Context: an optimization exercise on an open-source flow, tuned for small area. The choices shown serve that exercise and are no tape-out recipe.
The RTL was checked by simulation tests, not by an equivalence proof against the original design.
No driver is modelled on the clock port, so clocking that relies on it looks cheaper here than on a real chip.
Power and IR drop assume default switching activity.

### design.v
`timescale 1ns / 1ps
module freqMeter(clk, rst, signal, d, z);
  input clk;
  input rst;
  input signal;
  output reg [1:4] d;
  output reg [7:0] z;
  localparam [13:0] L_INV = 14'b01010101010101;
  reg  [13:0] Ls;                     
  wire [13:0] L = Ls ^ L_INV;
  reg  [1:0]  p;
  wire lz13  = ~|L[12:0];
  wire lzero = lz13 & ~L[13];         
  wire lfb   = L[13] ^ L[11] ^ L[1] ^ L[0] ^ lz13;
  reg  [2:0] run;
  wire run_in = ~((run == 3'b100) | (run == 3'b001));
  wire edge_in = signal & (run == 3'b111);
  localparam [6:0] PRE_INV = 7'b0110010;
  reg  [6:0] preS;                    
  wire [6:0] pre = preS ^ PRE_INV;
  reg  [3:0] T;
  reg  [3:0] H;
  reg  [6:0] K;
  wire pre99 = (pre[5:0] == 6'b011001);               
  wire pre15 = pre[2] & pre[5] & ~pre[6];             
  wire pre59 = ~pre[0] & pre[1] & ~pre[5] & pre[6];   
  wire pfb   = pre[6] ^ pre[2] ^ pre99;
  wire T9 = T[3] & T[0];
  wire H9 = H[3] & H[0];
  wire cT = pre99;
  wire cH = cT & T9;
  wire cK = cH & H9;
  wire wrapP = K[6] & ~K[5] & ~K[4] & K[0] & H[2] & H[0] & T[1] & T[0] & pre59;
  wire wrapC = K[6] & K[5] & K[4] & K[2] & K[1] & K[0] & H[1] & H[0] & T[1] & pre15;
  wire clrA = edge_in | wrapC;
  wire clrB = clrA | wrapP;
  wire kzero = (K[3:0] == 4'd0) & ~K[5] & (K[6] == K[4]);
  reg       lowP;
  reg [3:0] x;
  reg [3:0] mid;
  always @(posedge clk) begin
    if (rst) begin
      Ls <= 14'd1 ^ L_INV;
      p <= 2'd0;
      run <= 3'b100;
      preS <= 7'd50 ^ PRE_INV;
      T <= 4'd0;
      H <= 4'd0;
      K <= 7'd0;
      lowP <= 1'b0;
      x <= 4'd1;
      mid <= 4'd0;
    end else begin
      Ls <= {L[12:0], lfb} ^ L_INV;
      if (lzero) p <= p + 2'd1;
      run <= signal ? 3'b100 : {run[1:0], run_in};
      if (edge_in) begin
        lowP <= kzero;
        mid  <= H;
        x    <= kzero ? T : K[3:0];
      end
      if (clrB) begin
        preS <= 7'd50 ^ PRE_INV;
        T <= 4'd0;
        H <= 4'd0;
        K[3:0] <= 4'd0;
      end else begin
        preS <= {pre[5:0], pfb} ^ PRE_INV;
        if (cT) T <= T9 ? 4'd0 : T + 4'd1;
        if (cH) H <= H9 ? 4'd0 : H + 4'd1;
        if (cK) K[3:0] <= K[3:0] + 4'd1;
      end
      if (clrA)
        K[6:4] <= 3'd0;
      else if (wrapP)
        K[4] <= 1'b1;
      else if (cK && K[3:0] == 4'd15)
        K[6:4] <= K[6:4] + 3'd1;
    end
  end
  wire ph0  = (p == 2'd0);
  wire ph1  = (p == 2'd1);
  wire selx = ph1 ^ lowP;
  reg [3:0] w;
  always @(*) begin
    d[1] = 1'b1;
    d[2] = ~ph0;
    d[3] = ~ph1;
    d[4] = ph0 | ph1;
    z[0] = ph0 ? lowP : (ph1 & ~lowP);
    w = ph0 ? 4'hF : (selx ? x : mid);
    case (w)
      4'd0: z[7:1] = 7'b1111110;
      4'd1: z[7:1] = 7'b0110000;
      4'd2: z[7:1] = 7'b1101101;
      4'd3: z[7:1] = 7'b1111001;
      4'd4: z[7:1] = 7'b0110011;
      4'd5: z[7:1] = 7'b1011011;
      4'd6: z[7:1] = 7'b1011111;
      4'd7: z[7:1] = 7'b1110000;
      4'd8: z[7:1] = 7'b1111111;
      4'd9: z[7:1] = 7'b1111011;
      default: z[7:1] = 7'b0000000;
    endcase
  end
endmodule
### flow/run.sh
#!/bin/bash
# Layout flow: the standard flow, except that
#  - synthesis skips the adder extraction and maps the logic with several
#    area-oriented ABC scripts (flow/abc), keeping the smallest result;
#    registers and their names are as in the standard synthesis;
#  - the ports get the smallest buffer cell;
#  - CTS adds no dummy loads.
set -euo pipefail
W=$(pwd)
F=$W/flow

# ORFS's synth.tcl with its abc call replaced by flow/abc_pick.tcl
python3 - "$FLOW_HOME/scripts/synth.tcl" "$W/my_synth_core.tcl" "$F/abc_pick.tcl" <<'PY'
import sys
src, dst, pick = sys.argv[1:4]
s = open(src).read()
old = "  log_cmd abc {*}$abc_args\n"
assert s.count(old) == 1
s = s.replace(old, "  source " + pick + "\n")
open(dst, "w").write(s)
PY

export MY_SYNTH_CORE=$W/my_synth_core.tcl
export MY_ABC_DIR=$F/abc

make -C "$FLOW_HOME" DESIGN_CONFIG="$W/config.mk" WORK_HOME="$W/orfs" CLKGATE_MAP_FILE= \
  SYNTH_SCRIPT="$F/synth.tcl" ADDER_MAP_FILE= synth > "$W/synth.log" 2>&1
grep ABC_PICK "$W/orfs/logs/sky130hd/freqMeter/base/1_2_yosys.log" >> "$W/synth.log" || true

bash "$W/standard.sh" finish "BUFFER_PORTS_ARGS=-buffer_cell sky130_fd_sc_hd__buf_1" \
  "CTS_ARGS=-sink_clustering_enable -repair_clock_nets -dont_use_dummy_load" \
  "POST_CTS_TCL=$F/clkresize.tcl" > "$W/layout.log" 2>&1
### flow/abc/a1.abc
&get -n
&st
&dch
&nf -R 1000
&put
### flow/abc/a2.abc
&get -n
&st
&dch -x
&nf -R 1000
&put
### flow/abc/a3.abc
strash
dch -f
amap
### flow/abc/a4.abc
strash
dch -f
amap -F 10 -A 10
### flow/abc/a5.abc
&get -n
&st
&dch
&nf -R 1000 -F 10 -A 10 -C 32
&put
### flow/abc/a6.abc
&get -n
&deepsyn -T 30
&dch
&nf -R 1000
&put
### flow/abc/a7.abc
&get -n
&deepsyn -T 30
&put
dch -f
amap
### flow/abc/a8.abc
strash
ifraig
dch -f
amap
### flow/abc_pick.tcl
# Replaces ORFS's single abc call: maps the logic with each script in
# MY_ABC_DIR and keeps the one with the smallest cell area.
design -save pre_abc
set best_area -1
set best_script ""
foreach s [lsort [glob $::env(MY_ABC_DIR)/*.abc]] {
  design -load pre_abc
  abc -script $s {*}$lib_args {*}$lib_dont_use_args -constr $::env(OBJECTS_DIR)/abc.constr
  set st [tee -q -s result.string stat {*}$lib_args]
  if {[regexp {Chip area for module[^:]*:\s*([0-9.]+)} $st -> area]} {
    puts "ABC_PICK [file tail $s] area $area"
    if {$best_area < 0 || $area < $best_area} {
      set best_area $area
      set best_script $s
      design -save best_abc
    }
  }
}
puts "ABC_PICK best [file tail $best_script] area $best_area"
design -load best_abc
### flow/clkresize.tcl
# POST_CTS_TCL hook: size each clock buffer that CTS placed to the smallest
# clkbuf cell whose flip-flop clock pins keep a slew (placement estimate)
# under CLK_SLEW_TARGET, leaves first, then the root.
set db [ord::get_db]
set block [ord::get_db_block]
set sizes {sky130_fd_sc_hd__clkbuf_1 sky130_fd_sc_hd__clkbuf_2 sky130_fd_sc_hd__clkbuf_4 sky130_fd_sc_hd__clkbuf_8 sky130_fd_sc_hd__clkbuf_16}
set limit [expr {[info exists ::env(CLK_SLEW_TARGET)] ? $::env(CLK_SLEW_TARGET) : 1.2e-10}]

proc pin_slew {pin} {
  set w 0
  foreach p {slew_max_rise slew_max_fall} {
    set s [get_property $pin $p]
    if {$s > $w} { set w $s }
  }
  return $w
}
proc sinks_slew {pins} {
  estimate_parasitics -placement
  set w 0
  foreach pin $pins { set s [pin_slew $pin]; if {$s > $w} { set w $s } }
  return $w
}
proc clk_pins_of {net} {
  set pins {}
  foreach it [$net getITerms] {
    if {[[$it getMTerm] getName] eq "CLK"} {
      lappend pins [get_pins [[$it getInst] getName]/CLK]
    }
  }
  return $pins
}

set all_clk_pins [get_pins -hierarchical */CLK]
set leaves {}
set roots {}
foreach inst [$block getInsts] {
  set m [[$inst getMaster] getName]
  if {![string match "sky130_fd_sc_hd__clkbuf_*" $m]} { continue }
  set a [[$inst findITerm A] getNet]
  if {$a ne "NULL" && [$a getName] eq "clk"} { lappend roots $inst } else { lappend leaves $inst }
}
puts "clkresize: start, worst clock-pin slew [sinks_slew $all_clk_pins]"
foreach inst $leaves {
  set pins [clk_pins_of [[$inst findITerm X] getNet]]
  if {[llength $pins] == 0} { continue }
  foreach cell $sizes {
    $inst swapMaster [$db findMaster $cell]
    set s [sinks_slew $pins]
    if {$s <= $limit} { break }
  }
  puts "clkresize: leaf [$inst getName] ([llength $pins] sinks) -> [[$inst getMaster] getName], slew $s"
}
set base [sinks_slew $all_clk_pins]
foreach inst $roots {
  foreach cell $sizes {
    $inst swapMaster [$db findMaster $cell]
    set s [sinks_slew $all_clk_pins]
    if {$s <= [expr {max($limit, $base)}]} { break }
  }
  puts "clkresize: root [$inst getName] -> [[$inst getMaster] getName], worst slew $s"
}
detailed_placement
check_placement -verbose
estimate_parasitics -placement
repair_timing -hold -hold_margin 0
detailed_placement
check_placement -verbose
puts "clkresize: end, worst clock-pin slew [sinks_slew $all_clk_pins]"
### flow/synth.tcl
# Standard synthesis (synth_recipe.tcl) with the logic mapped by several
# area-oriented ABC scripts (flow/abc/*.abc, the smallest result is kept) and
# without the adder extraction step; registers are mapped exactly as in the
# standard synthesis.
proc synth {args} { yosys synth -nofsm -noshare {*}$args }
source $::env(MY_SYNTH_CORE)
# left out here: clear keep_hierarchy, flatten, clean up, hide names made inside functions, write 1_2_yosys.v
### standard.sh
#!/bin/bash
# synth_recipe.tcl (not shown) runs the flow's synth.tcl, then flattens the netlist and writes it again
# the make line also repeats each setting of config.mk as NAME=value (left out here)
make -C /OpenROAD-flow-scripts/flow DESIGN_CONFIG=/design/flow/config.mk WORK_HOME=/design/flow/orfs CLKGATE_MAP_FILE= SYNTH_SCRIPT=/design/flow/synth_recipe.tcl "${@:-finish}"
### config.mk
export PLATFORM = sky130hd
export DESIGN_NAME = freqMeter
export DESIGN_NICKNAME = freqMeter
export VERILOG_FILES = /design/flow/design.v
export SDC_FILE = /design/flow/constraint.sdc
export NUM_CORES = 4
export LEC_CHECK = 0
export CAP_MARGIN = 20
export CORE_MARGIN = 2
export CORE_UTILIZATION = 60
export SLEW_MARGIN = 20
### constraint.sdc
create_clock -name core_clock -period 100.0 [get_ports {clk}]
set_input_delay 20.0000 -clock core_clock [delete_from_list [all_inputs] [get_ports {clk}]]
set_output_delay 20.0000 -clock core_clock [all_outputs]
set_load 0.01 [all_outputs]
==> flow_summary.json, run 1 <==
{
  "status": "no timing/DRC/antenna violations",
  "antenna_found_initial": 0,
  "cts_sinks": 50,
  "diodes": 0,
  "p_leak_nw": 0.788,
  "clk_pin_slew_worst_paths_ps": 60,
  "viasPerCell": 6.00,
  "setup-tns-final_ps": 0,
  "routedWlPerCell_microns": 13.7,
  "holdCritPathClass": "flip-flop to flip-flop",
  "rows": 20,
  "drt_iter0_markers": 115,
  "power_switching_mw": 0.00793,
  "grt_max_degree": 25,
  "cp.arrival_ps": 2500,
  "clockPowerShare_pct": 36.8,
  "synth_common_cells": "dfxtp_1 (50), nor2_1 (31), nand2_1 (14)",
  "path_cells": "xnor2_1 -> mux2_1 -> o21ai_0 -> o21ai_0 -> a21oi_1 -> o21bai_1 -> buf_1",
  "slew_viol_final": 0,
  "cp-end-kind": "output pin",
  "r2r_slack_ps": 97020,
  "tightest_slew_ps": 814,
  "peakVddDrop_mv": 0.0141,
  "finalSetupViolations": 0,
  "seq_area_frac_synth_pct": 53.8,
  "startpoint_type": "flip-flop",
  "synth_top_cell_area_share_pct": 53.8,
  "grt_pass1_vias": 1406,
  "critPathMaxStageDelay_ps": 420,
  "worstPathRequired_ps": 80000,
  "timing.final.ws_setup_ps": 77500,
  "max-cap-violations": 0,
  "critPathSlowestCell": "mux2_1",
  "die-area_sq_um": 3560,
  "via_count": 1505,
  "io_buffers": 13,
  "yosys.area.top_type": "dfxtp_1",
  "first_pass_iters": 4,
  "cpMostUsedCell": "o21ai_0",
  "grt.total_usage_pct": 22.1,
  "synth_area_per_cell_sq_um": 9.26,
  "grt_overflow_total": 0,
  "fin_nets": 223,
  "p_int_mw": 0.0288,
  "slew_headroom_pct": 45.7,
  "drc_errors": 0,
  "power_mw": 0.0367,
  "synthMostInstantiatedCell": "dfxtp_1",
  "crit_type": "flip-flop to output pin",
  "pin_count": 15,
  "grt_pass1_wl_mm": 5.89,
  "async_flop_share_pct": 0,
  "p_comb_share_pct": 6.6,
  "layout-drive-gt1-share_pct": 2.29,
  "areaGrowthSynthToFinish_pct": 10.2,
  "core-area_sq_um": 3000,
  "ant_nets": 0,
  "sw_frac_of_total_pct": 21.6,
  "synth_seq_cells": 50,
  "fin_worst_skew_ps": 8.00,
  "synth-edff-count": 0,
  "fp.dieW_microns": 59.7,
  "initial_core_util_pct": 62.0,
  "power.density_nw_per_um2": 17.9,
  "dp_hpwl_mm": 2.56,
  "synth_nets": 204,
  "netlist_area_sq_um": 1860,
  "period_share_pct": 22.5,
  "clk_latency_ps": 370,
  "cts_tree": "yes",
  "clock.fmax_ghz": 0.0444,
  "ys_dominant_reg_cell": "dfxtp_1",
  "ys_types": 38,
  "crit_family": "compound AO/OA/AOI/OAI gates",
  "worstPathMaxFanout": 6,
  "rsz0062_at_grt": "false",
  "dp_slack_ps": 77480,
  "die_h_microns": 59.7,
  "place.gp.congestion": 0.779,
  "fin_crit_ps": 22500,
  "ys.warnings.count": 1,
  "routed_wl_mm": 3.45,
  "ys_top_cells_by_area": "dfxtp_1 (54%), nor2_1 (6.3%), a21oi_1 (3.2%)",
  "seq_power_share_pct": 56.6,
  "path_buf_inv": 1,
  "synth_cells": 201,
  "finalHoldViolations": 0
}
-- state kept, by name (all words and copies together) (netlist names) --
name,count
H,4
K,7
Ls,14
T,4
lowP,1
mid,4
p,2
preS,7
run,3
x,4
-- final timing paths --
path              endpoint  depth (start not counted)     from
setup reg to reg      K[6]                         10  preS[5]
setup / recovery      z[5]                          7     p[1]
hold reg to reg      Ls[6]                          1    Ls[5]
hold / removal       Ls[6]                          1    Ls[5]
-- power groups by stage --
stage	clock network [mW]	logic (mW)	registers, mW
3_5_place_dp	0	0.00241	0.0212
6_report	0.0135	0.00242	0.0208
5_1_grt	0.0146	0.00277	0.0208
2_1_floorplan	0	0.00173	0.0211
3_3_place_gp	0	0.00231	0.0212
-- routing by layer --
layer	vias to the layer above	GRT usage, %	part of all wire [%]	wire [microns]
li1	749	-	-	-
met1	707	25.5	43	1490
met2	37	38.2	49	1690
met3	12	6.71	5.3	184
met4	0	8.57	2.6	88
met5	-	0	0	0
-- placed cells by master, fill, tap and decap left out, types with 4 or more instances in the layout --
master	synthesis	final
a21oi_1	12	12
nand4_1	6	6
a22o_1	4	4
and3_1	8	8
xnor2_1	5	5
nand2b_1	6	6
nor2_1	31	31
xor2_1	4	4
nand2_1	14	14
clkbuf_16	0	4
o21ai_0	4	4
dfxtp_1	50	50
buf_1	0	13
clkinv_1	5	5
nor3_1	11	11
-- area by class of cell --
type | instances | area (sq um)
Sequential cell | 50 | 1000
Fill cell | 238 | 951
Multi-Input combinational cell | 145 | 835
Clock buffer | 5 | 108
Timing Repair Buffer | 13 | 48.8
Tap cell | 33 | 41.3
Inverter | 5 | 18.8
-- stage by stage --
stage | util (%) | area [sq um] | std cells | hold WS (ps)
finish | 68.3 | 2050 | 251 | 395
global route | 68.3 | 2050 | 251 | 418
detailed placement | 64.8 | 1940 | 246 | 384
global placement | 64.8 | 1940 | 246 | 374
floorplan | - | 1860 | 201 | 370
-- cells by family after synthesis --
family,Yosys count,share of synthesized area (%)
simple gates,95,25.7
flops,50,53.8
compound gates,39,14.1
xor+xnor,9,4.23
buf+inv,6,1.41
mux,1,0.605
other cells,1,0.201
==> inputs of run 2 (changes only) <==
--- a/config.mk
+++ b/config.mk
@@ -7,5 +7,5 @@
 export LEC_CHECK = 0
 export CAP_MARGIN = 20
 export CORE_MARGIN = 2
-export CORE_UTILIZATION = 60
+export CORE_UTILIZATION = 40
 export SLEW_MARGIN = 20
==> run 2 against run 1 <==
Effect of this change:
- still clean
- global-route usage fell by 7.5 points
- via count fell by 5.3%
- cell area rose by 1.8%
- routed wire length fell by 3.0%
- clock skew rose by 9.6 ps
- hold slack improved by 1.6 ps
- critical path depth did not move
- non-clock buffer count rose by 1
- sequential share of layout area fell by 0.88 points
- largest power group unchanged
==> flow_summary.json, run 2 <==
{
  "status": "no timing/DRC/antenna violations",
  "clk_pin_slew_worst_paths_ps": 70,
  "tightest_slew_ps": 795,
  "routed_wl_mm": 3.34,
  "r2r_slack_ps": 97140,
  "fin_crit_ps": 22430,
  "diodes": 0,
  "worstPathRequired_ps": 80000,
  "clock.fmax_ghz": 0.0446,
  "synth_nets": 204,
  "ant_nets": 0,
  "die_h_microns": 72.2,
  "antenna_found_initial": 0,
  "clk_latency_ps": 310,
  "top_layer_used": "met4",
  "fin_util_pct": 47.3,
  "ys.warnings.count": 1,
  "drt_iter0_markers": 62,
  "synth_seq_cells": 50,
  "layout-drive-gt1-share_pct": 2.74,
  "fin_nets": 224,
  "max-cap-violations": 0,
  "wl_met1_mm": 1.73,
  "dr_wl_met3_microns": 82,
  "async_flop_share_pct": 0,
  "setup-tns-final_ps": 0,
  "synth_cells": 201,
  "areaGrowthSynthToFinish_pct": 12.2,
  "fin_worst_skew_ps": 17.6,
  "rsz0062_at_grt": "false",
  "synthMostInstantiatedCell": "dfxtp_1",
  "ys_dominant_reg_cell": "dfxtp_1",
  "grt_pass1_vias": 1347,
  "wl_met2_mm": 1.52,
  "fp.dieW_microns": 72.2,
  "synth-edff-count": 0,
  "seq_area_frac_synth_pct": 53.8,
  "grt_overflow_total": 0,
  "finalHoldViolations": 0,
  "pin_count": 15,
  "slew_viol_final": 0,
  "initial_core_util_pct": 42.2,
  "fillers": 439,
  "critPathMaxStageDelay_ps": 420,
  "synth_area_per_cell_sq_um": 9.26,
  "yosys.area.top_type": "dfxtp_1",
  "stdcell_area_sq_um": 2090,
  "cts_sinks": 50,
  "regMostFlops": "Ls",
  "layout_common_cells": "dfxtp_1 (50), nor2_1 (31), nand2_1 (14)",
  "netlist_area_sq_um": 1860,
  "finalSetupViolations": 0,
  "first_pass_iters": 4,
  "period_share_pct": 22.4,
  "grt.total_usage_pct": 14.7,
  "core-area_sq_um": 4410,
  "rows": 24,
  "dp_hpwl_mm": 2.38,
  "slew_headroom_pct": 47.0,
  "grt_pass1_wl_mm": 5.95,
  "p_leak_nw": 0.795,
  "cts_tree": "yes",
  "dpl_cell_area_sq_um": 1980,
  "synth_common_cells": "dfxtp_1 (50), nor2_1 (31), nand2_1 (14)",
  "cp-end-kind": "output pin",
  "holdCritPathClass": "flip-flop to flip-flop",
  "cp.arrival_ps": 2430,
  "ys_types": 38,
  "final_common_cell": "dfxtp_1",
  "seqCellArea_sq_um": 1000,
  "crit_type": "flip-flop to output pin",
  "multi_input_area_sq_um": 835,
  "cpMostUsedCell": "o21ai_0",
  "io_buffers": 13,
  "peakVddDrop_mv": 0.00951,
  "via_count": 1425,
  "worstPathMaxFanout": 6,
  "viasPerCell": 5.26,
  "grt_max_degree": 25,
  "startpoint_type": "flip-flop",
  "critPathSlowestCell": "mux2_1",
  "largest_reg_flops": 14,
  "synth_top_cell_area_share_pct": 53.8,
  "routedWlPerCell_microns": 12.3,
  "power.density_nw_per_um2": 17.8,
  "path_cells": "xnor2_1 -> mux2_1 -> o21ai_0 -> o21ai_0 -> a21oi_1 -> o21bai_1 -> buf_1",
  "die-area_sq_um": 5220,
  "largestRegisters": "Ls (14), K (7), preS (7)",
  "place.gp.congestion": 0.755,
  "ys_top_cells_by_area": "dfxtp_1 (54%), nor2_1 (6.3%), a21oi_1 (3.2%)",
  "drc_errors": 0
}
-- run 2: logic make-up (layout without fill, tap and decap cells) --
family	after synthesis	after routing	share of synthesized area (%)
and+or+nand+nor	95	95	25.7
DFF	50	50	53.8
AOI/OAI and AO/OA	39	39	14.1
xor gates and xnor gates	9	9	4.23
buffers and inverters	6	24	1.41
other	1	1	0.201
muxes	1	1	0.605
-- run 2: worst paths after layout --
kind           end  cells past startpoint  startpoint
max           z[5]                      7        p[1]
max reg2reg   K[6]                     10     preS[5]
min          Ls[8]                      1       Ls[7]
min reg2reg  Ls[8]                      1       Ls[7]
-- run 2: final cells by class --
| cell class | count | area share (%) |
|---|---|---|
| Sequential cell | 50 | 47.9 |
| Multi-Input combinational cell | 145 | 39.9 |
| Clock buffer | 5 | 5.45 |
| Tap cell | 52 | 3.11 |
| Timing Repair Buffer | 14 | 2.69 |
| Inverter | 5 | 0.898 |
-- run 2: per-stage QoR --
step           total power [mW]  hold slack (ps)  std cells  setup slack (ps)
6_report                 0.0373              396        271             77570
5_1_grt                  0.0389              425        271             77250
3_5_place_dp             0.0236              379        266             77550
3_3_place_gp             0.0236              375        266             77670
2_1_floorplan            0.0228              370        201             78080
-- run 2: worst max-delay path: cells and delay by family, from the launching register on --
family | cells | cell delay, ps
DFF | 1 | 350
muxes | 1 | 420
buffers and inverters | 1 | 160
AOI/OAI and AO/OA | 4 | 850
xor gates and xnor gates | 1 | 340
-- run 2: metal layers --
layer | vias to the layer above | GRT usage, %
met2 | 16 | 22.7
met3 | 2 | 5.42
met5 | - | 0
met4 | 0 | 5.03
met1 | 657 | 18.9
li1 | 750 | -
-- run 2: power by group --
| part | switching (mW) | leakage, nW | internal (mW) | total (mW) |
|---|---|---|---|---|
| Sequential | 0.000377 | 0.407 | 0.0204 | 0.0208 |
| Combinational | 0.00145 | 0.332 | 0.000959 | 0.00240 |
| Clock | 0.00617 | 0.0565 | 0.00793 | 0.0141 |
==> inputs of run 3 (changes only) <==
--- a/flow/clkresize.tcl
+++ b/flow/clkresize.tcl
@@ -1,10 +1,10 @@
 # POST_CTS_TCL hook: size each clock buffer that CTS placed to the smallest
 # clkbuf cell whose flip-flop clock pins keep a slew (placement estimate)
-# under CLK_SLEW_TARGET, leaves first, then the root.
+# under CLK_SLEW_TARGET (ns), leaves first, then the root.
 set db [ord::get_db]
 set block [ord::get_db_block]
 set sizes {sky130_fd_sc_hd__clkbuf_1 sky130_fd_sc_hd__clkbuf_2 sky130_fd_sc_hd__clkbuf_4 sky130_fd_sc_hd__clkbuf_8 sky130_fd_sc_hd__clkbuf_16}
-set limit [expr {[info exists ::env(CLK_SLEW_TARGET)] ? $::env(CLK_SLEW_TARGET) : 1.2e-10}]
+set limit [expr {[info exists ::env(CLK_SLEW_TARGET)] ? $::env(CLK_SLEW_TARGET) : 0.12}]
 
 proc pin_slew {pin} {
   set w 0
--- a/config.mk
+++ b/config.mk
@@ -7,5 +7,5 @@
 export LEC_CHECK = 0
 export CAP_MARGIN = 20
 export CORE_MARGIN = 2
-export CORE_UTILIZATION = 40
+export CORE_UTILIZATION = 60
 export SLEW_MARGIN = 20
==> run 3 against run 2 <==
Effect of this change:
- still clean on timing, DRC and antenna
- routed wire length increased by 1.4%
- first-iteration DRC count is 92% higher
- clock power fell by 45%
- clock-buffer cell count unchanged
- sequential cell count is the same
- sequential share of layout area up 2.5 points
- sequential power hardly changed
- non-clock buffer count fell by 1
- power shrank 17%
- synthesized area unchanged
- critical endpoint unchanged
==> flow_summary.json, run 3 <==
{
  "status": "no timing/DRC/antenna violations",
  "crit_family": "compound AO/OA/AOI/OAI gates",
  "multi_input_area_sq_um": 835,
  "netlist_area_sq_um": 1860,
  "ys_top_cells_by_area": "dfxtp_1 (54%), nor2_1 (6.3%), a21oi_1 (3.2%)",
  "initial_core_util_pct": 62.0,
  "die_h_microns": 59.7,
  "p_leak_nw": 0.756,
  "startpoint_type": "flip-flop",
  "rsz0062_at_grt": "false",
  "peakVddDrop_mv": 0.0118,
  "yosys.area.top_type": "dfxtp_1",
  "via_count": 1487,
  "finalHoldViolations": 0,
  "place.gp.congestion": 0.779,
  "viasPerCell": 5.92,
  "fp.dieW_microns": 59.7,
  "diodes": 0,
  "fillers": 250,
  "whs_path_depth": 1,
  "cts_sinks": 50,
  "max-cap-violations": 0,
  "finalSetupViolations": 0,
  "path_buf_inv": 1,
  "synth-xor-area-share_pct": 4.23,
  "grt_pass1_vias": 1381,
  "r2r_start": "preS[5]",
  "dpl_cell_area_sq_um": 1940,
  "cp-end-kind": "output pin",
  "synth_compound_area_share_pct": 14.1,
  "seqCellArea_sq_um": 1000,
  "ys_types": 38,
  "regMostFlops": "Ls",
  "critPathMaxStageDelay_ps": 430,
  "crit_type": "flip-flop to output pin",
  "routed_wl_mm": 3.39,
  "synth_top_cell_area_share_pct": 53.8,
  "grt_max_degree": 25,
  "timing.final.ws_setup_ps": 77330,
  "cp.arrival_ps": 2670,
  "dp_slack_ps": 77480,
  "drc_errors": 0,
  "pin_count": 15,
  "layout_common_cells": "dfxtp_1 (50), nor2_1 (31), nand2_1 (14)",
  "holdCritStartpoint": "Ls[5]",
  "layout-drive-gt1-share_pct": 1.83,
  "routedWlPerCell_microns": 13.5,
  "clock.fmax_ghz": 0.0441,
  "wl_met1_mm": 1.47,
  "clk_pin_slew_worst_paths_ps": 110,
  "ys_dominant_reg_cell": "dfxtp_1",
  "synthAdderAreaFrac_pct": 0,
  "areaGrowthSynthToFinish_pct": 6.59,
  "worstPathMaxFanout": 6,
  "tightest_slew_ps": 811,
  "yosys.area_share.simple_pct": 25.7,
  "r2r_cells": 10,
  "synth_common_cells": "dfxtp_1 (50), nor2_1 (31), nand2_1 (14)",
  "holdCritPathClass": "flip-flop to flip-flop",
  "final_common_cell": "dfxtp_1",
  "rows": 20,
  "cts_tree": "yes",
  "critPathSlowestCell": "mux2_1",
  "largestRegisters": "Ls (14), K (7), preS (7)",
  "synth-edff-count": 0,
  "synth_seq_cells": 50,
  "first_pass_iters": 4,
  "fin_worst_skew_ps": 28.3,
  "power.density_nw_per_um2": 15.6,
  "antenna_found_initial": 0,
  "setup-tns-final_ps": 0,
  "synth_top_family_by_area": "simple AND/OR/NAND/NOR gates",
  "path_cells": "xnor2_1 -> mux2_1 -> or3_1 -> o21ai_0 -> a21oi_1 -> o21bai_1 -> buf_1",
  "async_flop_share_pct": 0,
  "slew_viol_final": 0,
  "synth_area_per_cell_sq_um": 9.26,
  "crit_cells": 7,
  "clk_latency_ps": 510,
  "period_share_pct": 22.7,
  "synth_nets": 204,
  "core-area_sq_um": 3000,
  "crit_start": "p[1]",
  "grt_overflow_total": 0,
  "die-area_sq_um": 3560,
  "seq_area_frac_synth_pct": 53.8,
  "top_layer_used": "met4",
  "io_buffers": 13,
  "synth_cells": 201,
  "ant_nets": 0,
  "grt.total_usage_pct": 21.9,
  "wl_met2_mm": 1.71,
  "fin_util_pct": 66.1,
  "slew_headroom_pct": 46.0,
  "grt_pass1_wl_mm": 5.81,
  "fin_crit_ps": 22670,
  "ys.warnings.count": 1,
  "worstPathRequired_ps": 80000,
  "stdcell_area_sq_um": 1980,
  "synthMostInstantiatedCell": "dfxtp_1",
  "dr_wl_met3_microns": 144,
  "muxShareOfSynthArea_pct": 0.605,
  "drt_iter0_markers": 119,
  "dp_hpwl_mm": 2.56,
  "largest_reg_flops": 14,
  "fin_nets": 223
}
==> run 3: cell types whose count changed in the layout (fill, tap and decap cells not counted), sizes merged <==
cell	delta
buf	-1
==> run 3: layer usage <==
layer  vias to the layer above  track usage [%]
met5                         -                0
met4                         0             7.62
met3                         8             7.36
met2                        35             37.7
met1                       696             25.2
li1                        748                -
==> run 3: worst paths after layout <==
path	to	slack, ps
worst max-delay path	z[5]	77330
worst min register to register	Ls[6]	400
worst max register to register	K[6]	97010
worst min-delay path	Ls[6]	400
==> run 3: through the flow <==
stage | cells | power, mW | hold slack (ps)
global placement | 246 | 0.0235 | 374
detailed placement | 246 | 0.0236 | 384
global route | 251 | 0.0323 | 426
floorplan | 201 | 0.0228 | 370
finish | 251 | 0.0309 | 401
==> run 3: kinds of logic (layout without fill, tap and decap cells) <==
logic type             Yosys count  count (layout)
buffers and inverters            6              23
multiplexers                     1               1
flip-flops                      50              50
AO/OA/AOI/OAI                   39              39
XOR/XNOR                         9               9
AND/OR/NAND/NOR                 95              95
other                            1               1
==> run 3: where the power goes <==
group	leakage [nW]	switching [mW]	total, mW	internal, mW
Combinational	0.327	0.00149	0.00242	0.000935
Clock	0.0222	0.00533	0.00775	0.00242
Sequential	0.407	0.000389	0.0208	0.0204
==> run 3: layout make-up <==
cell class                      instances  share of cell area [%]
Inverter                                5                   0.946
Sequential cell                        50                    50.4
Multi-Input combinational cell        145                    42.1
Timing Repair Buffer                   13                    2.46
Clock buffer                            5                    2.02
Tap cell                               33                    2.08
==> inputs of run 4 (changes only) <==
--- a/config.mk
+++ b/config.mk
@@ -7,5 +7,5 @@
 export LEC_CHECK = 0
 export CAP_MARGIN = 20
 export CORE_MARGIN = 2
-export CORE_UTILIZATION = 60
+export CORE_UTILIZATION = 40
 export SLEW_MARGIN = 20
==> run 4 against run 3 <==
Effect of this change:
- clock-buffer cell count unchanged
- combinational power about the same
- sequential share of layout area is 0.94 points lower
- power is 1.8% higher
- register-to-register slack improved by 90 ps
- global-route usage shrank 7.3 points
- via count decreased by 4.2%
- sequential cell count unchanged
- synthesized area stayed put
- highest routed layer is now met3
==> flow_summary.json, run 4 <==
{
  "path_buf_inv": 1,
  "synth-xor-area-share_pct": 4.23,
  "viasPerCell": 5.25,
  "tightest_slew_ps": 810,
  "worstPathMaxFanout": 6,
  "holdCritPathClass": "flip-flop to flip-flop",
  "p_leak_nw": 0.764,
  "startpoint_type": "flip-flop",
  "pin_count": 15,
  "synth_compound_area_share_pct": 14.1,
  "synth_top_family_by_area": "simple AND/OR/NAND/NOR gates",
  "synth_cells": 201,
  "clk_pin_slew_worst_paths_ps": 100,
  "diodes": 0,
  "finalHoldViolations": 0,
  "routedWlPerCell_microns": 12.1,
  "yosys.area_share.simple_pct": 25.7,
  "synthMostInstantiatedCell": "dfxtp_1",
  "initial_core_util_pct": 42.2,
  "cp-end-kind": "output pin",
  "path_cells": "xnor2_1 -> mux2_1 -> o21ai_0 -> o21ai_0 -> a21oi_1 -> o21bai_1 -> buf_1",
  "sw_frac_of_total_pct": 23.2,
  "period_share_pct": 22.6,
  "dp_hpwl_mm": 2.38,
  "clock.fmax_ghz": 0.0442,
  "fin_crit_ps": 22610,
  "r2r_cells": 10,
  "r2r_slack_ps": 97100,
  "power.density_nw_per_um2": 15.6,
  "fin_util_pct": 45.8,
  "drc_errors": 0,
  "final_common_cell": "dfxtp_1",
  "cts_sinks": 50,
  "grt_max_degree": 25,
  "cp-endpoint": "z[5]",
  "core-area_sq_um": 4410,
  "power_switching_mw": 0.00732,
  "layout-drive-gt1-share_pct": 2.28,
  "cp.arrival_ps": 2610,
  "clk_latency_ps": 510,
  "antenna_found_initial": 0,
  "synth_top_cell_area_share_pct": 53.8,
  "die-area_sq_um": 5220,
  "ant_nets": 0,
  "synth-edff-count": 0,
  "io_buffers": 13,
  "crit_cells": 7,
  "grt_overflow_total": 0,
  "fin_nets": 224,
  "p_comb_share_pct": 7.6,
  "status": "no timing/DRC/antenna violations",
  "seq_power_share_pct": 65.9,
  "synthAdderAreaFrac_pct": 0,
  "grt.total_usage_pct": 14.6,
  "r2r_start": "preS[5]",
  "finalSetupViolations": 0,
  "grt_pass1_vias": 1335,
  "async_flop_share_pct": 0,
  "setup-tns-final_ps": 0,
  "slew_headroom_pct": 46.0,
  "ys.warnings.count": 1,
  "place.gp.congestion": 0.755,
  "regMostFlops": "Ls",
  "synth_common_cells": "dfxtp_1 (50), nor2_1 (31), nand2_1 (14)",
  "clockPowerShare_pct": 26.5,
  "critPathSlowestCell": "mux2_1",
  "fin_worst_skew_ps": 33.6,
  "ys_top_cells_by_area": "dfxtp_1 (54%), nor2_1 (6.3%), a21oi_1 (3.2%)",
  "largestRegisters": "Ls (14), K (7), preS (7)",
  "muxShareOfSynthArea_pct": 0.605,
  "max-cap-violations": 0,
  "crit_type": "flip-flop to output pin",
  "areaGrowthSynthToFinish_pct": 8.60,
  "fp.dieW_microns": 72.2,
  "critPathMaxStageDelay_ps": 420,
  "peakVddDrop_mv": 0.00620,
  "yosys.area.top_type": "dfxtp_1",
  "cts_tree": "yes",
  "synth_area_per_cell_sq_um": 9.26,
  "synth_seq_cells": 50,
  "crit_start": "p[1]",
  "largest_reg_flops": 14,
  "crit_family": "compound AO/OA/AOI/OAI gates",
  "seq_area_frac_synth_pct": 53.8,
  "layout_common_cells": "dfxtp_1 (50), nor2_1 (31), nand2_1 (14)",
  "via_count": 1424,
  "worstPathRequired_ps": 80000,
  "rows": 24,
  "slew_viol_final": 0,
  "whs_path_depth": 1,
  "die_h_microns": 72.2,
  "worstReg2RegEnd": "K[6]",
  "netlist_area_sq_um": 1860,
  "first_pass_iters": 4,
  "rsz0062_at_grt": "false",
  "cpMostUsedCell": "o21ai_0",
  "drt_iter0_markers": 44,
  "ys_dominant_reg_cell": "dfxtp_1",
  "p_int_mw": 0.0242,
  "grt_pass1_wl_mm": 5.91,
  "ys_types": 38,
  "routed_wl_mm": 3.28,
  "synth_nets": 204
}
## run 4: cell type report
class	instances	area, sq um
Fill cell	447	2390
Sequential cell	50	1000
Multi-Input combinational cell	145	835
Tap cell	52	65.1
Timing Repair Buffer	14	56.3
Clock buffer	5	46.3
Inverter	5	18.8
## run 4: worst reg2reg max path, stage by stage (launching register included)
cell and delay [ps]:
dfxtp_1 380, nand2_1 60, nor4_1 410, and2_0 390
and3_1 380, and3_1 250, and2_0 270, and3_1 290
nand3_1 130, xor2_1 170, nor2_1 50
## run 4: logic make-up after synthesis
family / Yosys count
AOI/OAI and AO/OA: 39
xor gates and xnor gates: 9
buffers and inverters: 6
DFF: 50
muxes: 1
other: 1
and+or+nand+nor: 95
## run 4: layer usage
metal	global-route usage, %	vias up	part of all wire [%]
met1	19.0	653	51
met2	22.3	21	45
li1	-	750	-
met4	5.03	0	0
met5	0	-	0
met3	5.42	0	4.1
## run 4: worst min-delay path by stage
stage	from	end	slack, ps
floorplan	Ls[7]	Ls[8]	370
finish	Ls[7]	Ls[8]	400
detailed placement	Ls[3]	Ls[4]	380
global route	Ls[2]	Ls[3]	430
global placement	Ls[7]	Ls[8]	370
## run 4: power groups by stage
stage | Sequential [mW] | Clock [mW] | Combinational (mW)
final | 0.0207 | 0.00834 | 0.00241
after global placement | 0.0212 | 0 | 0.00242
after global routing | 0.0208 | 0.00962 | 0.00274
after floorplan | 0.0211 | 0 | 0.00173
after detailed placement | 0.0212 | 0 | 0.00243
## run 4: through the flow
stage | hold slack [ps] | area, sq um | total power [mW] | setup slack (ps) | instances
after floorplan | 370 | 1860 | 0.0228 | 78080 | 201
after global placement | 375 | 1980 | 0.0236 | 77670 | 266
after detailed placement | 379 | 1980 | 0.0236 | 77550 | 266
after global routing | 434 | 2020 | 0.0332 | 76990 | 271
final | 403 | 2020 | 0.0315 | 77390 | 271
==> inputs of run 5 (changes only) <==
--- a/design.v
+++ b/design.v
@@ -35,6 +35,13 @@
   wire clrA = edge_in | wrapC;
   wire clrB = clrA | wrapP;
   wire kzero = (K[3:0] == 4'd0) & ~K[5] & (K[6] == K[4]);
+  wire [3:0] T_n = clrB ? 4'd0 : (cT ? (T9 ? 4'd0 : T + 4'd1) : T);
+  wire [3:0] H_n = clrB ? 4'd0 : (cH ? (H9 ? 4'd0 : H + 4'd1) : H);
+  wire [3:0] K_nl = clrB ? 4'd0 : (cK ? K[3:0] + 4'd1 : K[3:0]);
+  wire [2:0] K_nh = clrA ? 3'd0 :
+                    wrapP ? {K[6:5], 1'b1} :
+                    ((cK && K[3:0] == 4'd15) ? K[6:4] + 3'd1 : K[6:4]);
+  wire [6:0] K_n = {K_nh, K_nl};
   reg       lowP;
   reg [3:0] x;
   reg [3:0] mid;
@@ -57,25 +64,12 @@
       if (edge_in) begin
         lowP <= kzero;
         mid  <= H;
-        x    <= kzero ? T : K[3:0];
+        x    <= K[3:0] | (T & {4{kzero}});
       end
-      if (clrB) begin
-        preS <= 7'd50 ^ PRE_INV;
-        T <= 4'd0;
-        H <= 4'd0;
-        K[3:0] <= 4'd0;
-      end else begin
-        preS <= {pre[5:0], pfb} ^ PRE_INV;
-        if (cT) T <= T9 ? 4'd0 : T + 4'd1;
-        if (cH) H <= H9 ? 4'd0 : H + 4'd1;
-        if (cK) K[3:0] <= K[3:0] + 4'd1;
-      end
-      if (clrA)
-        K[6:4] <= 3'd0;
-      else if (wrapP)
-        K[4] <= 1'b1;
-      else if (cK && K[3:0] == 4'd15)
-        K[6:4] <= K[6:4] + 3'd1;
+      preS <= (clrB ? 7'd50 : {pre[5:0], pfb}) ^ PRE_INV;
+      T <= T_n;
+      H <= H_n;
+      K <= K_n;
     end
   end
   wire ph0  = (p == 2'd0);
@@ -88,7 +82,7 @@
     d[3] = ~ph1;
     d[4] = ph0 | ph1;
     z[0] = ph0 ? lowP : (ph1 & ~lowP);
-    w = ph0 ? 4'hF : (selx ? x : mid);
+    w = selx ? x : mid;
     case (w)
       4'd0: z[7:1] = 7'b1111110;
       4'd1: z[7:1] = 7'b0110000;
@@ -102,5 +96,6 @@
       4'd9: z[7:1] = 7'b1111011;
       default: z[7:1] = 7'b0000000;
     endcase
+    if (ph0) z[7:1] = 7'b0000000;
   end
 endmodule
--- a/flow/run.sh
+++ b/flow/run.sh
@@ -3,8 +3,11 @@
 #  - synthesis skips the adder extraction and maps the logic with several
 #    area-oriented ABC scripts (flow/abc), keeping the smallest result;
 #    registers and their names are as in the standard synthesis;
-#  - the ports get the smallest buffer cell;
-#  - CTS adds no dummy loads.
+#  - the ports, and the output that is a constant, get the smallest buffer
+#    cell;
+#  - CTS adds no dummy loads, and each clock buffer it places is then sized
+#    down to the smallest one that keeps the flip-flop clock-pin slews under
+#    115 ps (flow/clkresize.tcl).
 set -euo pipefail
 W=$(pwd)
 F=$W/flow
@@ -24,7 +27,8 @@
 export MY_ABC_DIR=$F/abc
 
 make -C "$FLOW_HOME" DESIGN_CONFIG="$W/config.mk" WORK_HOME="$W/orfs" CLKGATE_MAP_FILE= \
-  SYNTH_SCRIPT="$F/synth.tcl" ADDER_MAP_FILE= synth > "$W/synth.log" 2>&1
+  SYNTH_SCRIPT="$F/synth.tcl" ADDER_MAP_FILE= \
+  "MIN_BUF_CELL_AND_PORTS=sky130_fd_sc_hd__buf_1 A X" synth > "$W/synth.log" 2>&1
 grep ABC_PICK "$W/orfs/logs/sky130hd/freqMeter/base/1_2_yosys.log" >> "$W/synth.log" || true
 
 bash "$W/standard.sh" finish "BUFFER_PORTS_ARGS=-buffer_cell sky130_fd_sc_hd__buf_1" \
==> flow/abc/a6s1.abc (new file) <==
&get -n
&deepsyn -T 30 -S 1
&dch
&nf -R 1000
&put
==> flow/abc/a6s2.abc (new file) <==
&get -n
&deepsyn -T 30 -S 2
&dch
&nf -R 1000
&put
==> flow/abc/a6s4.abc (new file) <==
&get -n
&deepsyn -T 30 -S 4
&dch
&nf -R 1000
&put
--- a/flow/clkresize.tcl
+++ b/flow/clkresize.tcl
@@ -4,7 +4,7 @@
 set db [ord::get_db]
 set block [ord::get_db_block]
 set sizes {sky130_fd_sc_hd__clkbuf_1 sky130_fd_sc_hd__clkbuf_2 sky130_fd_sc_hd__clkbuf_4 sky130_fd_sc_hd__clkbuf_8 sky130_fd_sc_hd__clkbuf_16}
-set limit [expr {[info exists ::env(CLK_SLEW_TARGET)] ? $::env(CLK_SLEW_TARGET) : 0.12}]
+set limit [expr {[info exists ::env(CLK_SLEW_TARGET)] ? $::env(CLK_SLEW_TARGET) : 0.115}]
 
 proc pin_slew {pin} {
   set w 0
--- a/config.mk
+++ b/config.mk
@@ -7,5 +7,5 @@
 export LEC_CHECK = 0
 export CAP_MARGIN = 20
 export CORE_MARGIN = 2
-export CORE_UTILIZATION = 40
+export CORE_UTILIZATION = 65
 export SLEW_MARGIN = 20
==> run 5 against run 4 <==
Effect of this change:
- critical path type is now input pin to flip-flop
- routed wire length shrank 0.64%
- register-to-register slack got worse by 210 ps
- first-iteration DRC count grew to 2.7 times the previous value
- clock skew fell by 5.0 ps
- cell count is 8.1% lower
- via count grew 0.63%
- synthesized area shrank 0.81%
- still clean on timing, DRC and antenna
- clock-buffer cell count stayed put
- setup slack got worse by 79 ps
- global-route usage increased by 7.9 points
- hold slack better by 11 ps
- non-clock buffer count fell by 1
==> flow_summary.json, run 5 <==
{
  "rows": 19,
  "synth_seq_cells": 50,
  "fin_util_pct": 72.1,
  "grt_overflow_total": 0,
  "worstPathMaxFanout": 22,
  "path_buf_inv": 1,
  "power.density_nw_per_um2": 16.1,
  "slew_headroom_pct": 33.5,
  "slew_viol_final": 0,
  "crit_family": "simple AND/OR/NAND/NOR gates",
  "ant_nets": 0,
  "grt_pass1_vias": 1345,
  "path_cells": "buf_1 -> nor3_1 -> nor2_1 -> o21ai_0 -> or2_0 -> a21oi_1 -> nand2_1 -> a21oi_1 -> nor2b_1",
  "routedWlPerCell_microns": 13.1,
  "regMostFlops": "Ls",
  "synth_nets": 204,
  "synth_cells": 201,
  "layout-drive-gt1-share_pct": 2.29,
  "ys_types": 35,
  "initial_core_util_pct": 67.6,
  "stdcell_area_sq_um": 1970,
  "drc_errors": 0,
  "synthMostInstantiatedCell": "dfxtp_1",
  "finalHoldViolations": 0,
  "die-area_sq_um": 3280,
  "cpMostUsedCell": "a21oi_1",
  "pin_count": 15,
  "fin_nets": 223,
  "finalSetupViolations": 0,
  "async_flop_share_pct": 0,
  "critPathMaxStageDelay_ps": 900,
  "antenna_found_initial": 0,
  "peakVddDrop_mv": 0.0145,
  "fin_worst_skew_ps": 28.6,
  "period_share_pct": 22.7,
  "routed_wl_mm": 3.26,
  "synth-edff-count": 0,
  "place.gp.congestion": 0.867,
  "clock.fmax_ghz": 0.0441,
  "instances_no_fill": 249,
  "cp.arrival_ps": 22990,
  "crit_type": "input pin to flip-flop",
  "clk_pin_slew_worst_paths_ps": 110,
  "fp.dieW_microns": 57.3,
  "die_h_microns": 57.3,
  "grt.total_usage_pct": 22.5,
  "status": "no timing/DRC/antenna violations",
  "rsz0062_at_grt": "false",
  "cts_sinks": 50,
  "worstPathRequired_ps": 100300,
  "areaGrowthSynthToFinish_pct": 6.78,
  "synth_common_cells": "dfxtp_1 (50), nor2_1 (34), nor3_1 (16)",
  "core-area_sq_um": 2730,
  "ys_top_cells_by_area": "dfxtp_1 (54%), nor2_1 (6.9%), nor3_1 (4.3%)",
  "grt_pass1_wl_mm": 5.58,
  "place_inst": 244,
  "io_buffers": 13,
  "clk_latency_ps": 380,
  "cts_tree": "yes",
  "netlist_area_sq_um": 1850,
  "p_leak_nw": 0.756,
  "viasPerCell": 5.76,
  "setup-tns-final_ps": 0,
  "grt_max_degree": 23,
  "fin_crit_ps": 22690,
  "yosys.area.top_type": "dfxtp_1",
  "largest_reg_flops": 14,
  "tightest_slew_ps": 990,
  "final_common_cell": "dfxtp_1",
  "dpl_cell_area_sq_um": 1930,
  "fillers": 214,
  "holdCritPathClass": "flip-flop to flip-flop",
  "dp_hpwl_mm": 2.44,
  "largestRegisters": "Ls (14), K (7), preS (7)",
  "drt_iter0_markers": 118,
  "synth_top_cell_area_share_pct": 54.2,
  "diodes": 0,
  "ys_dominant_reg_cell": "dfxtp_1",
  "ys.warnings.count": 1,
  "critPathSlowestCell": "nor3_1",
  "layout_common_cells": "dfxtp_1 (50), nor2_1 (34), nor3_1 (16)",
  "max-cap-violations": 0,
  "startpoint_type": "input pin",
  "seq_area_frac_synth_pct": 54.2,
  "synth_area_per_cell_sq_um": 9.19,
  "via_count": 1433,
  "first_pass_iters": 5,
  "cp-end-kind": "flip-flop"
}
## run 5: changes by cell type after synthesis, moves of 3 or more
cell | previous run | this run
nand2_1 | 14 | 10
and2_0 | 2 | 6
nor3_1 | 11 | 16
clkinv_1 | 5 | 8
nor2_1 | 31 | 34
## run 5: report_power, final
group / switching, mW / internal (mW) / total [mW] / leakage [nW]
combinational: 0.00183 / 0.00117 / 0.00301 / 0.324
sequential: 0.000436 / 0.0205 / 0.0209 / 0.407
clock: 0.00525 / 0.00256 / 0.00781 / 0.0251
total: 0.00752 / 0.0242 / 0.0317 / 0.756
## run 5: kinds of logic after synthesis
kind of cell,Yosys count,synth area share (%)
AO/OA/AOI/OAI,31,11.4
XOR/XNOR,9,4.27
buffers and inverters,9,1.83
flip-flops,50,54.2
multiplexers,2,1.08
other,1,0.203
AND/OR/NAND/NOR,99,27.0
## run 5: path summary, 6_finish.rpt
kind | start | end | slack [ps] | depth (start not counted)
worst max-delay path | rst | T[3] | 77310 | 9
worst min-delay path | Ls[5] | Ls[6] | 410 | 1
worst max register to register | run[0] | T[3] | 96890 | 9
worst min register to register | Ls[5] | Ls[6] | 410 | 1
## run 5: layer usage
layer / global-route usage, % / share of wire, % / vias to the layer above
li1: - / - / 741
met1: 26.0 / 44 / 647
met2: 36.3 / 48 / 38
met3: 8.62 / 5.5 / 7
met4: 12.0 / 2.3 / 0
met5: 0 / 0 / -
## run 5: cell type report
cell class | instances | area, sq um | area share (%)
clock buffer | 5 | 41.3 | 2.09
tap | 31 | 38.8 | 1.97
sequential | 50 | 1000 | 50.8
timing repair buffer | 13 | 48.8 | 2.47
multi-input combinational | 142 | 812 | 41.2
inverter | 8 | 30.0 | 1.52
## run 5: worst register-to-register path: cells and delay by family, from the launching register on
| kind | cells | cell delay (ps) |
|---|---|---|
| AO/OA/AOI/OAI | 3 | 510 |
| flip-flops | 1 | 370 |
| AND/OR/NAND/NOR | 6 | 2140 |
## run 5: through the flow
step / hold WS [ps] / setup slack (ps) / total power, mW
final: 413 / 77310 / 0.0317
after global routing: 433 / 76840 / 0.0332
after detailed placement: 388 / 77000 / 0.0244
after global placement: 380 / 77210 / 0.0242
after floorplan: 370 / 77920 / 0.0234
==> inputs of run 6 (changes only) <==
--- a/config.mk
+++ b/config.mk
@@ -6,6 +6,6 @@
 export NUM_CORES = 4
 export LEC_CHECK = 0
 export CAP_MARGIN = 20
-export CORE_MARGIN = 2
-export CORE_UTILIZATION = 65
+export CORE_AREA = 2.5 2.5 59.5 59.5
+export DIE_AREA = 0 0 62 62
 export SLEW_MARGIN = 20
==> run 6 against run 5 <==
Effect of this change:
- synthesized area unchanged
- register-to-register slack improved by 70 ps
- still clean
- via count up 1.2%
- highest routed layer unchanged
- cell area is 1.1% higher
- clock-buffer cell count unchanged
==> flow_summary.json, run 6 <==
{
  "status": "no timing/DRC/antenna violations",
  "io_buffers": 13,
  "grt_max_degree": 23,
  "synth_cells": 201,
  "muxShareOfSynthArea_pct": 1.08,
  "largestRegisters": "Ls (14), K (7), preS (7)",
  "fp.dieW_microns": 62,
  "r2r_slack_ps": 96960,
  "power.density_nw_per_um2": 16.1,
  "antenna_found_initial": 0,
  "place_inst": 257,
  "synth_seq_cells": 50,
  "max-cap-violations": 0,
  "instances_no_fill": 262,
  "sw_frac_of_total_pct": 23.9,
  "synth-edff-count": 0,
  "ys.warnings.count": 1,
  "pin_count": 15,
  "synthMostInstantiatedCell": "dfxtp_1",
  "fin_nets": 223,
  "seq_area_frac_synth_pct": 54.2,
  "drc_errors": 0,
  "p_int_mw": 0.0245,
  "routed_wl_mm": 3.34,
  "grt_pass1_wl_mm": 5.49,
  "ys_types": 35,
  "worstPathRequired_ps": 80000,
  "ant_nets": 0,
  "fillers": 267,
  "cts_sinks": 50,
  "synth_compound_area_share_pct": 11.4,
  "die-area_sq_um": 3840,
  "cp.arrival_ps": 2590,
  "async_flop_share_pct": 0,
  "synth_top_family_by_area": "simple AND/OR/NAND/NOR gates",
  "dp_hpwl_mm": 2.55,
  "worstPathMaxFanout": 5,
  "tightest_slew_ps": 989,
  "peakVddDrop_mv": 0.00801,
  "regMostFlops": "Ls",
  "finalHoldViolations": 0,
  "final_common_cell": "dfxtp_1",
  "yosys.area.top_type": "dfxtp_1",
  "core-area_sq_um": 3080,
  "finalSetupViolations": 0,
  "synth_nets": 204,
  "slew_viol_final": 0,
  "first_pass_iters": 4,
  "power_switching_mw": 0.00768,
  "seqCellArea_sq_um": 1000,
  "synthAdderAreaFrac_pct": 0,
  "layout-drive-gt1-share_pct": 1.83,
  "clockPowerShare_pct": 25.8,
  "rows": 20,
  "startpoint_type": "flip-flop",
  "via_count": 1450,
  "slew_headroom_pct": 33.6,
  "synth-xor-area-share_pct": 4.27,
  "fin_crit_ps": 22590,
  "netlist_area_sq_um": 1850,
  "cp-end-kind": "output pin",
  "cts_tree": "yes",
  "yosys.area_share.simple_pct": 27.0,
  "areaGrowthSynthToFinish_pct": 7.93,
  "drt_iter0_markers": 54,
  "ys_top_cells_by_area": "dfxtp_1 (54%), nor2_1 (6.9%), nor3_1 (4.3%)",
  "die_h_microns": 62,
  "clock.fmax_ghz": 0.0443,
  "grt_pass1_vias": 1295,
  "ys_dominant_reg_cell": "dfxtp_1",
  "place.gp.congestion": 0.853,
  "viasPerCell": 5.53,
  "diodes": 0,
  "grt_overflow_total": 0,
  "synth_area_per_cell_sq_um": 9.19,
  "initial_core_util_pct": 60.0,
  "largest_reg_flops": 14,
  "clk_pin_slew_worst_paths_ps": 100,
  "synth_top_cell_area_share_pct": 54.2,
  "seq_power_share_pct": 64.9,
  "grt.total_usage_pct": 19.6,
  "fin_worst_skew_ps": 24.6,
  "crit_type": "flip-flop to output pin",
  "routedWlPerCell_microns": 12.7,
  "p_leak_nw": 0.756,
  "rsz0062_at_grt": "false",
  "holdCritPathClass": "flip-flop to flip-flop",
  "period_share_pct": 22.6,
  "p_comb_share_pct": 9.3,
  "multi_input_area_sq_um": 812,
  "clk_latency_ps": 490,
  "layout_common_cells": "dfxtp_1 (50), nor2_1 (34), nor3_1 (16)",
  "setup-tns-final_ps": 0,
  "synth_common_cells": "dfxtp_1 (50), nor2_1 (34), nor3_1 (16)"
}
==> run 6: layout make-up <==
class                      count  area share [%]
clock buffer                   5            2.32
inverter                       8            1.51
multi-input combinational    142            40.7
sequential                    50            50.2
tap                           44            2.76
timing repair buffer          13            2.45
==> run 6: worst max-delay path: stages, from the launching register on <==
cell	delay (ps)
dfxtp_1	380
xnor2_1	400
mux2i_1	330
nand4_1	240
a22oi_1	310
and2_0	210
a22oi_1	80
buf_1	140
==> run 6: path summary, 6_finish.rpt <==
check | startpoint | to | depth (start not counted)
worst max register to register | run[0] | T[3] | 9
worst min register to register | Ls[9] | Ls[10] | 1
worst max-delay path | lowP | z[6] | 7
worst min-delay path | Ls[9] | Ls[10] | 1
==> run 6: logic make-up after synthesis <==
group | after synthesis
other cells | 1
simple gates | 99
flops | 50
mux | 2
buf+inv | 9
compound gates | 31
xor+xnor | 9
==> run 6: metrics by stage <==
| step | setup WS, ps | hold WS, ps | util, % | power, mW | cell area [sq um] |
|---|---|---|---|---|---|
| 2_1_floorplan | 77920 | 370 | - | 0.0234 | 1850 |
| 3_3_place_gp | 77180 | 382 | 63.3 | 0.0242 | 1950 |
| 3_5_place_dp | 76980 | 388 | 63.3 | 0.0244 | 1950 |
| 5_1_grt | 77130 | 429 | 64.8 | 0.0339 | 1990 |
| 6_report | 77410 | 406 | 64.8 | 0.0322 | 1990 |
==> run 6: per-layer routing <==
metal / vias up / global-route usage [%] / wire [microns]
li1: 739 / - / -
met1: 653 / 23.9 / 1520
met2: 50 / 31.3 / 1600
met3: 8 / 6.21 / 168
met4: 0 / 9.42 / 55
met5: - / 0 / 0
==> run 6: power groups by stage <==
stage | Combinational, mW | Clock, mW | Sequential (mW)
global route | 0.00341 | 0.00948 | 0.0210
finish | 0.00299 | 0.00828 | 0.0209
global placement | 0.00288 | 0 | 0.0213
floorplan | 0.00218 | 0 | 0.0213
detailed placement | 0.00303 | 0 | 0.0214
==> inputs of run 7 (changes only) <==
==> flow/abc/a10.abc (new file) <==
&get -n
&deepsyn -T 90 -S 2
&put
dch -f
amap
==> flow/abc/a6s3.abc (new file) <==
&get -n
&deepsyn -T 30 -S 3
&dch
&nf -R 1000
&put
==> flow/abc/a6s5.abc (new file) <==
&get -n
&deepsyn -T 30 -S 5
&dch
&nf -R 1000
&put
==> flow/abc/a6s6.abc (new file) <==
&get -n
&deepsyn -T 30 -S 6
&dch
&nf -R 1000
&put
==> flow/abc/a9s1.abc (new file) <==
&get -n
&deepsyn -T 90 -S 1
&dch
&nf -R 1000
&put
==> flow/abc/a9s2.abc (new file) <==
&get -n
&deepsyn -T 90 -S 2
&dch
&nf -R 1000
&put
==> flow/abc_pick.tcl (replaced) <==
# Replaces ORFS's single abc call: maps the logic with each script in
# MY_ABC_DIR, in parallel yosys processes that start from the same design,
# and keeps the mapping with the smallest cell area. Only the combinational
# logic changes; the registers are left as they are.
set pick_dir $::env(OBJECTS_DIR)/abc_pick
file delete -force $pick_dir
file mkdir $pick_dir
set top $::env(DESIGN_NAME)
write_rtlil $pick_dir/pre.il
set scripts [lsort [glob $::env(MY_ABC_DIR)/*.abc]]
set yosys_exe [info nameofexecutable]
set max_jobs [expr {[info exists ::env(MY_ABC_JOBS)] ? $::env(MY_ABC_JOBS) : 4}]
set abc_opts [concat $lib_args $lib_dont_use_args [list -constr $::env(OBJECTS_DIR)/abc.constr]]

proc pick_start {i s} {
  global pick_dir top yosys_exe abc_opts
  set ys $pick_dir/c$i.ys
  set f [open $ys w]
  puts $f "read_rtlil $pick_dir/pre.il"
  puts $f "abc -script $s $abc_opts"
  puts $f "tee -q -o $pick_dir/c$i.stat stat [lrange $abc_opts 0 1]"
  puts $f "select $top"
  puts $f "write_rtlil -selected $pick_dir/c$i.il"
  close $f
  exec sh -c "'$yosys_exe' -q -l '$pick_dir/c$i.log' -s '$ys' >/dev/null 2>&1; echo \$? > '$pick_dir/c$i.done'" &
}

set n [llength $scripts]
set next 0
set running {}
while {1} {
  set still {}
  foreach i $running { if {![file exists $pick_dir/c$i.done]} { lappend still $i } }
  set running $still
  while {[llength $running] < $max_jobs && $next < $n} {
    pick_start $next [lindex $scripts $next]
    lappend running $next
    incr next
  }
  if {$next >= $n && [llength $running] == 0} { break }
  after 500
}

set best -1
set best_area -1
for {set i 0} {$i < $n} {incr i} {
  set name [file tail [lindex $scripts $i]]
  set rc [string trim [exec cat $pick_dir/c$i.done]]
  if {$rc ne "0" || ![file exists $pick_dir/c$i.stat] || ![file exists $pick_dir/c$i.il]} {
    puts "ABC_PICK $name failed"
    continue
  }
  set st [exec cat $pick_dir/c$i.stat]
  if {[regexp {Chip area for module[^:]*:\s*([0-9.]+)} $st -> area]} {
    puts "ABC_PICK $name area $area"
    if {$best < 0 || $area < $best_area} { set best $i; set best_area $area }
  }
}
if {$best < 0} { error "abc_pick: no ABC script gave a result" }
puts "ABC_PICK best [file tail [lindex $scripts $best]] area $best_area"
delete $top
read_rtlil $pick_dir/c$best.il
hierarchy -top $top
==> run 7 against run 6 <==
Effect of this change:
- the flow now stops in synthesis (1_2_yosys)
==> flow_summary.json, run 7 <==
{
  "stop_error": "ERROR: TCL interpreter returned an error: abc_pick: no ABC script gave a result",
  "lastStage": "synthesis (1_2_yosys)",
  "status": "aborted with a tool error",
  "ys.warnings.count": 1
}
==> inputs of run 8 (changes only) <==
--- a/flow/abc_pick.tcl
+++ b/flow/abc_pick.tcl
@@ -8,7 +8,8 @@
 set top $::env(DESIGN_NAME)
 write_rtlil $pick_dir/pre.il
 set scripts [lsort [glob $::env(MY_ABC_DIR)/*.abc]]
-set yosys_exe [info nameofexecutable]
+set yosys_exe [expr {[info exists ::env(YOSYS_EXE)] && $::env(YOSYS_EXE) ne "" ? $::env(YOSYS_EXE) : [auto_execok yosys]}]
+puts "ABC_PICK yosys: $yosys_exe"
 set max_jobs [expr {[info exists ::env(MY_ABC_JOBS)] ? $::env(MY_ABC_JOBS) : 4}]
 set abc_opts [concat $lib_args $lib_dont_use_args [list -constr $::env(OBJECTS_DIR)/abc.constr]]
 
--- a/config.mk
+++ b/config.mk
@@ -8,4 +8,5 @@
 export CAP_MARGIN = 20
 export CORE_AREA = 2.5 2.5 59.5 59.5
 export DIE_AREA = 0 0 62 62
+export PLACE_DENSITY = 0.9
 export SLEW_MARGIN = 20
==> run 8 against run 7 <==
Effect of this change:
- the run now finishes clean
==> flow_summary.json, run 8 <==
{
  "ys_dominant_reg_cell": "dfxtp_1",
  "p_leak_nw": 0.667,
  "synth_seq_cells": 50,
  "synth_common_cells": "dfxtp_1 (50), nor2_1 (42), clkinv_1 (29)",
  "via_count": 1552,
  "netlist_area_sq_um": 1840,
  "place.gp.congestion": 0.924,
  "ant_nets": 0,
  "crit_start": "p[1]",
  "finalHoldViolations": 0,
  "synth_top_cell_area_share_pct": 54.3,
  "largestRegisters": "Ls (14), K (7), preS (7)",
  "antenna_found_initial": 0,
  "viasPerCell": 5.43,
  "die_h_microns": 62,
  "diodes": 0,
  "cts_tree": "yes",
  "rsz0062_at_grt": "false",
  "areaGrowthSynthToFinish_pct": 8.29,
  "r2r_start": "preS[0]",
  "fp.dieW_microns": 62,
  "fin_worst_skew_ps": 37.0,
  "path_cells": "clkinv_1 -> o22ai_1 -> clkinv_1 -> o22ai_1 -> nand2_1 -> or2_0 -> o21ai_0 -> clkinv_1 -> o31a_1 -> buf_1",
  "r2r_slack_ps": 97360,
  "r2r_cells": 14,
  "peakVddDrop_mv": 0.00954,
  "cp.arrival_ps": 2950,
  "max-cap-violations": 0,
  "synth-edff-count": 0,
  "clk_latency_ps": 570,
  "rows": 20,
  "dp_slack_ps": 77350,
  "synth_cells": 225,
  "clk_pin_slew_worst_paths_ps": 90,
  "finalSetupViolations": 0,
  "worstReg2RegEnd": "K[6]",
  "yosys.area.top_type": "dfxtp_1",
  "crit_cells": 10,
  "seqCellArea_sq_um": 1000,
  "cp-end-kind": "output pin",
  "io_buffers": 13,
  "synth_area_per_cell_sq_um": 8.19,
  "layout-drive-gt1-share_pct": 1.65,
  "crit_type": "flip-flop to output pin",
  "cp-endpoint": "z[6]",
  "slew_viol_final": 0,
  "synthMostInstantiatedCell": "dfxtp_1",
  "tightest_slew_ps": 647,
  "async_flop_share_pct": 0,
  "worstPathMaxFanout": 5,
  "fillers": 262,
  "seq_area_frac_synth_pct": 54.3,
  "ys.warnings.count": 1,
  "fin_crit_ps": 22950,
  "critPathMaxStageDelay_ps": 380,
  "routedWlPerCell_microns": 11.9,
  "fin_nets": 247,
  "period_share_pct": 22.9,
  "regMostFlops": "Ls",
  "worstPathRequired_ps": 80000,
  "synth_nets": 228,
  "critPathSlowestCell": "dfxtp_1",
  "crit_family": "compound AO/OA/AOI/OAI gates",
  "ys_top_cells_by_area": "dfxtp_1 (54%), nor2_1 (8.6%), clkinv_1 (5.9%)",
  "pin_count": 15,
  "status": "no timing/DRC/antenna violations",
  "multi_input_area_sq_um": 728,
  "die-area_sq_um": 3840,
  "slew_headroom_pct": 56.3,
  "power.density_nw_per_um2": 16.0,
  "holdCritPathClass": "flip-flop to flip-flop",
  "initial_core_util_pct": 59.8,
  "cpMostUsedCell": "clkinv_1",
  "routed_wl_mm": 3.40,
  "drc_errors": 0,
  "grt_pass1_vias": 1374,
  "path_buf_inv": 4,
  "cts_sinks": 50,
  "timing.final.ws_setup_ps": 77050,
  "layout_common_cells": "dfxtp_1 (50), nor2_1 (42), clkinv_1 (29)",
  "drt_iter0_markers": 59,
  "dp_hpwl_mm": 2.59,
  "grt_pass1_wl_mm": 5.74,
  "core-area_sq_um": 3080,
  "largest_reg_flops": 14,
  "clock.fmax_ghz": 0.0436,
  "final_common_cell": "dfxtp_1",
  "grt_max_degree": 15,
  "setup-tns-final_ps": 0,
  "grt.total_usage_pct": 20.7,
  "grt_overflow_total": 0,
  "first_pass_iters": 4,
  "startpoint_type": "flip-flop",
  "ys_types": 27
}
[run 8: final cells by class]
class | count | area share, %
inverter | 29 | 5.46
clock buffer | 5 | 2.63
sequential | 50 | 50.2
multi-input combinational | 145 | 36.5
tap | 44 | 2.76
timing repair buffer | 13 | 2.45
[run 8: kinds of logic after synthesis]
kind of cell,after synthesis,synth area share (%)
AOI/OAI and AO/OA,43,15.1
buffers and inverters,30,6.11
DFF,50,54.3
other,1,0.204
and+or+nand+nor,101,24.3
[run 8: worst min-delay path by stage]
stage / to / cells past startpoint / startpoint / slack (ps)
2_1_floorplan: Ls[8] / 1 / Ls[7] / 360
5_1_grt: Ls[10] / 1 / Ls[9] / 410
6_report: Ls[4] / 1 / Ls[3] / 390
3_5_place_dp: Ls[4] / 1 / Ls[3] / 370
3_3_place_gp: Ls[4] / 1 / Ls[3] / 360
[run 8: routing by layer]
metal	up-vias	wire, microns	GRT usage [%]
met4	0	91	8.81
met3	10	177	7.87
met5	-	0	0
met2	41	1530	32.4
met1	697	1600	25.5
li1	804	-	-
[run 8: power breakdown]
group | switching [mW] | total [mW] | internal (mW)
clock | 0.00575 | 0.00901 | 0.00326
combinational | 0.00150 | 0.00225 | 0.000751
sequential | 0.000301 | 0.0206 | 0.0203
[run 8: metrics by stage]
stage	cell area (sq um)	util, %	total power [mW]	instances	hold WS, ps
final	1990	64.8	0.0319	286	389
after detailed placement	1940	63.1	0.0233	281	371
after global placement	1940	63.1	0.0232	281	365
after floorplan	1840	-	0.0226	225	358
after global routing	1990	64.8	0.0333	286	406
[run 8: worst register-to-register path: stages, from the launching register on]
cell	delay [ps]
dfxtp_1	390
nand4_1	110
nor3_1	260
nand2_1	120
nor2_1	210
nand2_1	180
nor2_1	180
nand2_1	90
nor2_1	200
nand2_1	100
nor2_1	190
clkinv_1	110
nor2_1	170
nor2_1	60
a211oi_1	200

## separate check: timing with driven ports
Ports are ideal in the flow. The routed layouts listed here were re-timed in OpenROAD. Step 1 sets driving cells, clkbuf_16 on the clock port and buf_2 on the other inputs (assumed; they add their load-dependent delay and slew). Step 2 also shifts input and output timing later by t, the mid clock arrival at the registers, as if the neighbouring blocks saw the same clock. Three values: no drivers, after step 1, after step 2; two values: the first two.
run | shift t [ns] | setup WS [ns] | worst setup path after step 2 | slew at the worst register clock pin (ns) | cell pins on the clock port's net
run 1 | 0.390 | 77.498 / 77.476 / 77.427 | input to register | 0.06 / 0.06 | 1
run 2 | 0.330 | 77.571 / 77.545 / 77.576 | input to register | 0.07 / 0.07 | 1
run 3 | 0.514 | 77.334 / 77.312 / 77.437 | input to register | 0.11 / 0.11 | 1
run 4 | 0.516 | 77.389 / 77.365 / 77.610 | input to register | 0.11 / 0.11 | 1
run 5 | 0.394 | 77.310 / 77.312 / 76.918 | input to register | 0.11 / 0.11 | 1
run 6 | 0.502 | 77.412 / 77.392 / 76.953 | input to register | 0.10 / 0.10 | 1
run 8 | 0.573 | 77.051 / 77.028 / 77.275 | input to register | 0.11 / 0.11 | 1
After both steps setup and hold are still met in every run listed. The setup slack of run 6, which loses most, moves by -0.020 ns with the drivers and by -0.459 ns with both steps.
